This design comes from an exercise in tuning for a short achievable clock period on the open sky130 flow, not from production work. No functional check of the RTL was part of any run shown here. Power and IR drop assume default switching activity.

<file path="config.mk">
export PLATFORM = sky130hd
export DESIGN_NAME = sync_fifo
export DESIGN_NICKNAME = sync_fifo
export VERILOG_FILES = /design/flow/design.v
export SDC_FILE = /design/flow/constraint.sdc
export NUM_CORES = 4
export LEC_CHECK = 0
export ABC_CLOCK_PERIOD_IN_PS = 1200
export CAP_MARGIN = 20
export CORE_MARGIN = 2
export CORE_UTILIZATION = 60
export CTS_CLUSTER_DIAMETER = 100
export CTS_CLUSTER_SIZE = 25
export SETUP_SLACK_MARGIN = 2.7
export SLEW_MARGIN = 20
</file>
<file path="constraint.sdc">
create_clock -name core_clock -period 4.0 [get_ports {clk}]
set_input_delay 0.8000 -clock core_clock [delete_from_list [all_inputs] [get_ports {clk}]]
set_output_delay 0.8000 -clock core_clock [all_outputs]
set_load 0.01 [all_outputs]
</file>
<file path="design.v">
module sync_fifo #(parameter WIDTH=32, ADDR=4) (
  input clk, rst,clr,
  input wr_en,
  input [WIDTH-1:0] wdata,
  input rd_en,
  output reg [WIDTH-1:0] rdata,
  output fifo_empty,
  output reg fifo_full
);
  localparam DEPTH = 1<<ADDR ;
  reg [WIDTH-1:0] mem [0:DEPTH-1];
  reg [DEPTH-1:0] wp, rp;        
  reg [DEPTH-1:1] cnt;           
  reg             emp, nf;       
  reg             ne_o;          
  reg [DEPTH-1:0] wen;           
  assign fifo_empty = ~ne_o;
  wire wa  = wr_en & nf;
  wire ra  = rd_en & ~emp;
  wire inc = wa & ~ra;
  wire dec = ra & ~wa;
  wire [DEPTH:0] c      = {~nf, cnt, emp};
  wire [DEPTH:0] c_up   = {c[DEPTH-1:0], 1'b0};
  wire [DEPTH:0] c_dn   = {1'b0, c[DEPTH:1]};
  wire [DEPTH:0] c_nxt  = inc ? c_up : dec ? c_dn : c;
  wire [DEPTH-1:0] wp_nxt = wa ? {wp[DEPTH-2:0], wp[DEPTH-1]} : wp;
  always @(posedge clk, negedge rst)
    if (~rst) begin
      ne_o       <= 1'b0;
      fifo_full  <= 1'b0;
      emp        <= 1'b1;
      nf         <= 1'b1;
      cnt        <= {(DEPTH-1){1'b0}};
      wp         <= {{(DEPTH-1){1'b0}}, 1'b1};
      rp         <= {{(DEPTH-1){1'b0}}, 1'b1};
      wen        <= {{(DEPTH-1){1'b0}}, 1'b1};
    end else if (clr) begin
      ne_o       <= 1'b0;
      fifo_full  <= 1'b0;
      emp        <= 1'b1;
      nf         <= 1'b1;
      cnt        <= {(DEPTH-1){1'b0}};
      wp         <= {{(DEPTH-1){1'b0}}, 1'b1};
      rp         <= {{(DEPTH-1){1'b0}}, 1'b1};
      wen        <= {{(DEPTH-1){1'b0}}, 1'b1};
    end else begin
      ne_o       <= ~c_nxt[0];
      fifo_full  <= c_nxt[DEPTH];
      emp        <= c_nxt[0];
      nf         <= ~c_nxt[DEPTH];
      cnt        <= c_nxt[DEPTH-1:1];
      wp         <= wp_nxt;
      wen        <= wp_nxt & {DEPTH{~c_nxt[DEPTH]}};
      if (ra) rp <= {rp[DEPTH-2:0], rp[DEPTH-1]};
    end
  integer i;
  always @(posedge clk)
    for (i = 0; i < DEPTH; i = i + 1)
      if (wen[i])
        mem[i] <= wdata;
  reg [WIDTH-1:0] head;
  always @* begin
    head = {WIDTH{1'b0}};
    for (i = 0; i < DEPTH; i = i + 1)
      head = head | (mem[i] & {WIDTH{rp[i]}});
  end
  always @(posedge clk, negedge rst)
    if (~rst)
      rdata <= {WIDTH{1'b0}};
    else if (ra)
      rdata <= head;
endmodule
</file>
<file path="run.sh">
#!/bin/bash
# synth_recipe.tcl (not shown) runs the flow's synth.tcl, then flattens the netlist and writes it again
# the make line also repeats each setting of config.mk as NAME=value (left out here)
make -C /OpenROAD-flow-scripts/flow DESIGN_CONFIG=/design/flow/config.mk WORK_HOME=/design/flow/orfs CLKGATE_MAP_FILE= SYNTH_SCRIPT=/design/flow/synth_recipe.tcl finish
</file>
==> flow_summary.json, run 1 <==
{
  "grt_max_degree": 56,
  "via_count": 13264,
  "clk_pin_slew_ns": 0.10,
  "fp-row-count": 70,
  "crit_arrival_ns": 1.19,
  "routabilityCongestion": 0.728,
  "drive_gt1_share_pct": 35.8,
  "p_switching_uw": 2470,
  "ys_dominant_reg_cell": "edfxtp_1",
  "outcome": "no timing/DRC/antenna violations",
  "hold_path_class": "input pin to asynchronous set/reset pin",
  "path_max_fanout": 2,
  "wl_per_cell_um": 34.4,
  "crit_family": "flip-flops",
  "slew_viol_final": 0,
  "tightest_slew_ns": 0.898,
  "worstSkewPairLatency_ns": 0.60,
  "dr.pass1.iters": 5,
  "crit_buf_inv": 1,
  "critPathKind": "flip-flop to output port",
  "cts_num_sinks": 611,
  "seq_area_frac_synth_pct": 80.7,
  "hold_viol_final": 0,
  "antenna_found_initial": 0,
  "syn_avg_cell_area_um2": 18.3,
  "max_slew_margin_pct": 40.1,
  "min_period_over_period_pct": 49.8,
  "p_int_uw": 8810,
  "first_global_vias": 12824,
  "p_leak_uw": 0.00934,
  "synth_warnings": 2,
  "total_power_uw": 11300,
  "power_frac_comb_pct": 7.2,
  "ir_drop_mv": 0.385,
  "cts_tree": "yes",
  "swShare_pct": 21.9,
  "power.density_nw_per_um2": 405,
  "dp_worst_setup_slack_ns": 1.15,
  "die_w_um": 196,
  "dp_hpwl_um": 27300,
  "grt_pass1_wl_um": 89300,
  "viasPerCell": 6.92,
  "reg2reg_from": "rp[9]",
  "final_cell_mix": "edfxtp_1, a22o_1, buf_4",
  "cts_root_buf": "clkbuf_16",
  "slowest_stage": "dfrtp_1",
  "critPathLaunchType": "flip-flop",
  "max-cap-violations": 0,
  "max_freq_mhz": 502,
  "postSynthCellCount": 1210,
  "ant_nets": 0,
  "fin_util_pct": 76.5,
  "setup_viol": 0,
  "numCtsBuffers": 28,
  "r2r_end": "rdata[21]",
  "die_area_um2": 38400,
  "worstPathRequired_ns": 3.20,
  "p_clk_share_pct": 29.2,
  "cpPeakStageDelay_ns": 0.44,
  "globalRouteTotalUtil_pct": 33.2,
  "path_cells": "buf_2",
  "crit_cells": 1,
  "seq_power_share_pct": 63.6,
  "finalClockSkew_ns": 0.0224,
  "final_common_cell": "edfxtp_1",
  "dp.cells": 1690,
  "async_flop_share_pct": 16.2,
  "overflow": 0,
  "synth_nets": 1247,
  "ys_seq_elements": 611,
  "reg2reg_slack_ns": 2.33,
  "worst_setup_path_end_kind": "output port",
  "coreArea_um2": 36400,
  "cp-startpoint": "rdata[5]",
  "drtIter0Drc": 1695,
  "tns_ns": 0,
  "cts_hold_buf": 0,
  "io_buffers": 70,
  "start_util_pct": 60.7,
  "synth_edf_count": 512,
  "drt-total-wl_um": 65900,
  "fillers": 2011,
  "ios": 71,
  "fin_crit_ns": 1.99,
  "layoutNonFillerInstCount": 1918,
  "synth_area_um2": 22100,
  "synth.distinct_cells": 35,
  "clk_path_buf_depth": 3,
  "rsz0062_at_grt": "yes",
  "nNetsFinal": 1465,
  "die_h_um": 196,
  "drc_errors": 0,
  "cts_max_level": 1,
  "syn_to_final_growth_pct": 26.0,
  "finalWorstSetupSlack_ns": 2.01,
  "r2r_cells": 6
}
worst max-delay path by stage:
| stage | end | slack, ns |
|---|---|---|
| 4_1_cts | fifo_empty | 1.99 |
| 5_1_grt | fifo_empty | 1.97 |
| 6_report | rdata[5] | 2.01 |
| 2_1_floorplan | cnt[1] | 2.39 |
| 3_3_place_gp | rdata[2] | 1.23 |
| 3_5_place_dp | rdata[22] | 1.15 |
cell type report:
class / count / area [µm²] / area share, %
flip-flops and latches: 611 / 18000 / 64.4
multi-input cells: 512 / 5140 / 18.4
repair buffers: 270 / 3360 / 12.0
clock buffers: 50 / 805 / 2.89
well taps: 468 / 586 / 2.10
inverters: 5 / 18.8 / 0.0673
clock inverters: 1 / 16.3 / 0.0583
diodes: 1 / 2.50 / 0.00897
cells by family after synthesis:
family / after synthesis / synth area share (%)
flip-flops: 611 / 80.7
AO/OA/AOI/OAI: 317 / 12.2
AND/OR/NAND/NOR: 153 / 3.18
buffers and inverters: 93 / 2.23
multiplexers: 36 / 1.68
per-layer routing:
layer	track usage [%]	vias to the layer above	wire [µm]
met5	0	-	0
met4	12.9	0	2890
met3	5.84	170	6420
met2	53.6	820	31700
met1	46.1	6865	25000
li1	-	5409	-
metrics by stage:
stage	instance area [µm²]	hold slack (ns)
global route	27900	0.325
floorplan	22300	0.502
detailed placement	23300	0.542
finish	27900	0.273
CTS	26500	0.294
global placement	23300	0.531
state kept, by name, summed over array words and instances (netlist names):
register	flops
fifo_full	1
wen	16
mem	512
rp	16
ne_o	1
cnt	15
rdata	32
wp	16
emp	1
nf	1
power groups by stage:
stage	clock network [µW]	registers, µW	logic [µW]
after CTS	3300	7170	687
after detailed placement	0	7340	566
after floorplan	0	7310	215
after global routing	3500	7190	855
after global placement	0	7340	551
final	3290	7180	810
what timing repair did:
action                                  in CTS  in global routing
resized for setup                          388                156
endpoints found under the setup margin     510                355
buffers inserted                           109                 43
gates cloned                                16                  8
pin swaps                                   74                 90
Yosys cell counts (13+ instances only):
master	number	area share [%]
a22oi_1	64	2.2
clkbuf_1	13	0.22
a221oi_2	14	0.95
nor2_1	61	1.0
a21oi_1	18	0.41
a221oi_1	83	3.3
nor3_1	15	0.34
mux2i_1	26	1.2
dfrtp_1	94	11
a41oi_1	32	1.3
edfxtp_1	512	69
a22o_1	97	3.8
nand2_1	33	0.56
and3_1	34	0.96
buf_2	65	1.5
==> inputs of run 2 (changes only) <==
==> flow/run.sh (new file) <==
#!/bin/bash
# Own flow: the standard layout, but the resizer may change a cell's footprint
# (so flip-flops driving ports can be upsized).
set -e
bash standard.sh MATCH_CELL_FOOTPRINT=0 finish > standard.log 2>&1
==> standard.sh (new file) <==
#!/bin/bash
# synth_recipe.tcl (not shown) runs the flow's synth.tcl, then flattens the netlist and writes it again
# the make line also repeats each setting of config.mk as NAME=value (left out here)
make -C /OpenROAD-flow-scripts/flow DESIGN_CONFIG=/design/flow/config.mk WORK_HOME=/design/flow/orfs CLKGATE_MAP_FILE= SYNTH_SCRIPT=/design/flow/synth_recipe.tcl "${@:-finish}"
removed: run.sh
==> flow_summary.json, run 2 <==
{
  "cts_hold_buf": 0,
  "setup_viol": 0,
  "fin_crit_ns": 1.98,
  "globalRouteTotalUtil_pct": 33.2,
  "via_count": 13023,
  "seq_area_frac_synth_pct": 80.7,
  "max_freq_mhz": 506,
  "critPathKind": "flip-flop to output port",
  "dpl_cell_area_um2": 23200,
  "worst_setup_path_end_kind": "output port",
  "dr.pass1.iters": 6,
  "synth_edf_count": 512,
  "min_period_over_period_pct": 49.4,
  "clk_pin_slew_ns": 0.11,
  "slowest_stage": "dfrtp_1",
  "worstPathRequired_ns": 3.20,
  "regArea_um2": 18000,
  "synth.distinct_cells": 35,
  "total_power_uw": 11200,
  "fillers": 2097,
  "clk_path_buf_depth": 3,
  "max_slew_margin_pct": 41.1,
  "ys_seq_elements": 611,
  "start_util_pct": 60.7,
  "syn_to_final_growth_pct": 22.9,
  "cts_root_buf": "clkbuf_16",
  "hold_path_class": "input pin to asynchronous set/reset pin",
  "worstSkewPairLatency_ns": 0.60,
  "regMostFlops": "mem",
  "grt_pass1_wl_um": 89500,
  "antenna_found_initial": 0,
  "rsz0062_at_grt": "yes",
  "cts_max_level": 1,
  "ant_nets": 0,
  "postSynthCellCount": 1210,
  "outcome": "no timing/DRC/antenna violations",
  "nNetsFinal": 1435,
  "grt_max_degree": 60,
  "first_global_vias": 12754,
  "die_w_um": 196,
  "ys_dominant_reg_cell": "edfxtp_1",
  "synthTopCellsByArea": "edfxtp_1, dfrtp_1, a22o_1, a221oi_1, a22oi_1",
  "synth_warnings": 2,
  "met2_usage_pct": 53.0,
  "multi_input_area_um2": 5070,
  "reg_top3": "mem (512), rdata (32)",
  "critPathLaunchType": "flip-flop",
  "p_leak_uw": 0.00911,
  "use_met1_pct": 47.4,
  "drive_gt1_share_pct": 34.3,
  "path_cells": "clkbuf_2",
  "tns_ns": 0,
  "fin_area_um2": 27200,
  "final_cell_mix": "edfxtp_1, a22o_1, a221oi_2",
  "synthMostInstantiatedCell": "edfxtp_1",
  "use_met3_pct": 5.66,
  "ir_drop_mv": 0.500,
  "ios": 71,
  "hold_viol_final": 0,
  "wl_per_cell_um": 33.9,
  "top_usage_layer": "met2",
  "slew_viol_final": 0,
  "synth_common_cells": "edfxtp_1, a22o_1, dfrtp_1, a221oi_1, buf_2",
  "routabilityCongestion": 0.730,
  "finalClockSkew_ns": 0.0186,
  "overflow": 0,
  "numCtsBuffers": 28,
  "synth.largest_area_cell": "edfxtp_1",
  "dp.cells": 1688,
  "async_flop_share_pct": 16.2,
  "die_h_um": 196,
  "drtIter0Drc": 1827,
  "crit_family": "flip-flops",
  "max-cap-violations": 0,
  "fp-row-count": 70,
  "drc_errors": 0,
  "crit_buf_inv": 1,
  "layoutNonFillerInstCount": 1887,
  "dp_hpwl_um": 27200,
  "coreArea_um2": 36400,
  "io_buffers": 70,
  "synth_area_um2": 22100,
  "power.density_nw_per_um2": 413,
  "cts_tree": "yes",
  "crit_arrival_ns": 1.18,
  "syn_avg_cell_area_um2": 18.3,
  "path_max_fanout": 2,
  "drt-total-wl_um": 63900,
  "cts_num_sinks": 611,
  "largest_reg_flops": 512,
  "final_common_cell": "edfxtp_1",
  "die_area_um2": 38400,
  "n_antenna_cell": 0,
  "viasPerCell": 6.90,
  "netlist.area_leader.share_pct": 69.5,
  "tightest_slew_ns": 0.883,
  "synth_nets": 1247,
  "cpPeakStageDelay_ns": 0.44
}
run 2: logic make-up after synthesis:
logic type	after synthesis	synth area share, %
DFF	611	80.7
AOI/OAI and AO/OA	317	12.2
muxes	36	1.68
and+or+nand+nor	153	3.18
buffers and inverters	93	2.23
run 2: final cells by class:
class	count	area share (%)
tap	468	2.15
sequential	611	66.0
timing repair buffer	238	10.1
clock buffer	50	2.96
clock inverter	1	0.0598
inverter	5	0.0690
multi-input combinational	514	18.6
run 2: what timing repair did:
action | in CTS | in global routing
gates resized for setup | 302 | 121
buffers inserted | 100 | 25
hold endpoints to repair | 0 | 0
setup endpoints to repair | 574 | 232
pin swaps | 64 | 64
gates cloned | 21 | 2
run 2: where the power goes:
part           internal, µW  switching, µW
clock network          1380           1890
registers              7060            109
logic                   362            441
run 2: worst paths after layout:
path	startpoint	to	slack (ns)	depth (start not counted)
worst max-delay path	rdata[17]	rdata[17]	2.02	1
worst min-delay path	rst	rp[1]	0.31	1
worst max register to register	rp[9]	rdata[12]	2.38	5
worst min register to register	wen[7]	mem[7][22]	0.50	0
max in group asynchronous	rst	rp[4]	2.89	2
min in group core_clock	wen[7]	mem[7][22]	0.50	0
run 2: stage by stage:
stage	utilization (%)	hold slack, ns	setup WS (ns)
2_1_floorplan	-	0.502	2.39
4_1_cts	72.4	0.314	2.01
6_report	74.7	0.314	2.02
3_5_place_dp	63.8	0.463	1.15
3_3_place_gp	63.8	0.460	1.24
5_1_grt	74.7	0.362	1.99
run 2: per-layer routing:
| metal | wire length [µm] | part of all wire (%) |
|---|---|---|
| met5 | 0 | 0 |
| met4 | 2430 | 3.8 |
| met1 | 25000 | 39 |
| met2 | 30200 | 47 |
| met3 | 6250 | 9.8 |

==> static timing again, ports no longer ideal <==
How much do the figures lean on ideal ports? The routed layouts below were timed once more, with nothing changed but the port constraints.
Step 1: set_driving_cell puts a clkbuf_16 on clk and a buf_2 on each other input, an assumption about the parent block.
Step 2 adds t to the input delays and takes it off the output delays; t is the mean of the earliest and latest rising clock arrival at the registers after step 1. Input paths then give back, and output paths get back, about the clock's delay inside the block.
a / b / c = ideal / step 1 / step 2; a / b = the first two.
run	t (ns)	setup slack, ns	worst setup path at the end	slew at the worst register clock pin (ns)
run 1	0.645	2.007 / 1.952 / 1.955	input to register	0.11 / 0.11
run 2	0.645	2.022 / 1.964 / 1.937	input to register	0.11 / 0.11
After both steps setup and hold are still met in every run listed. For run 2, which loses most, drivers alone change the setup slack by -0.058 ns; drivers and shift together by -0.085 ns.
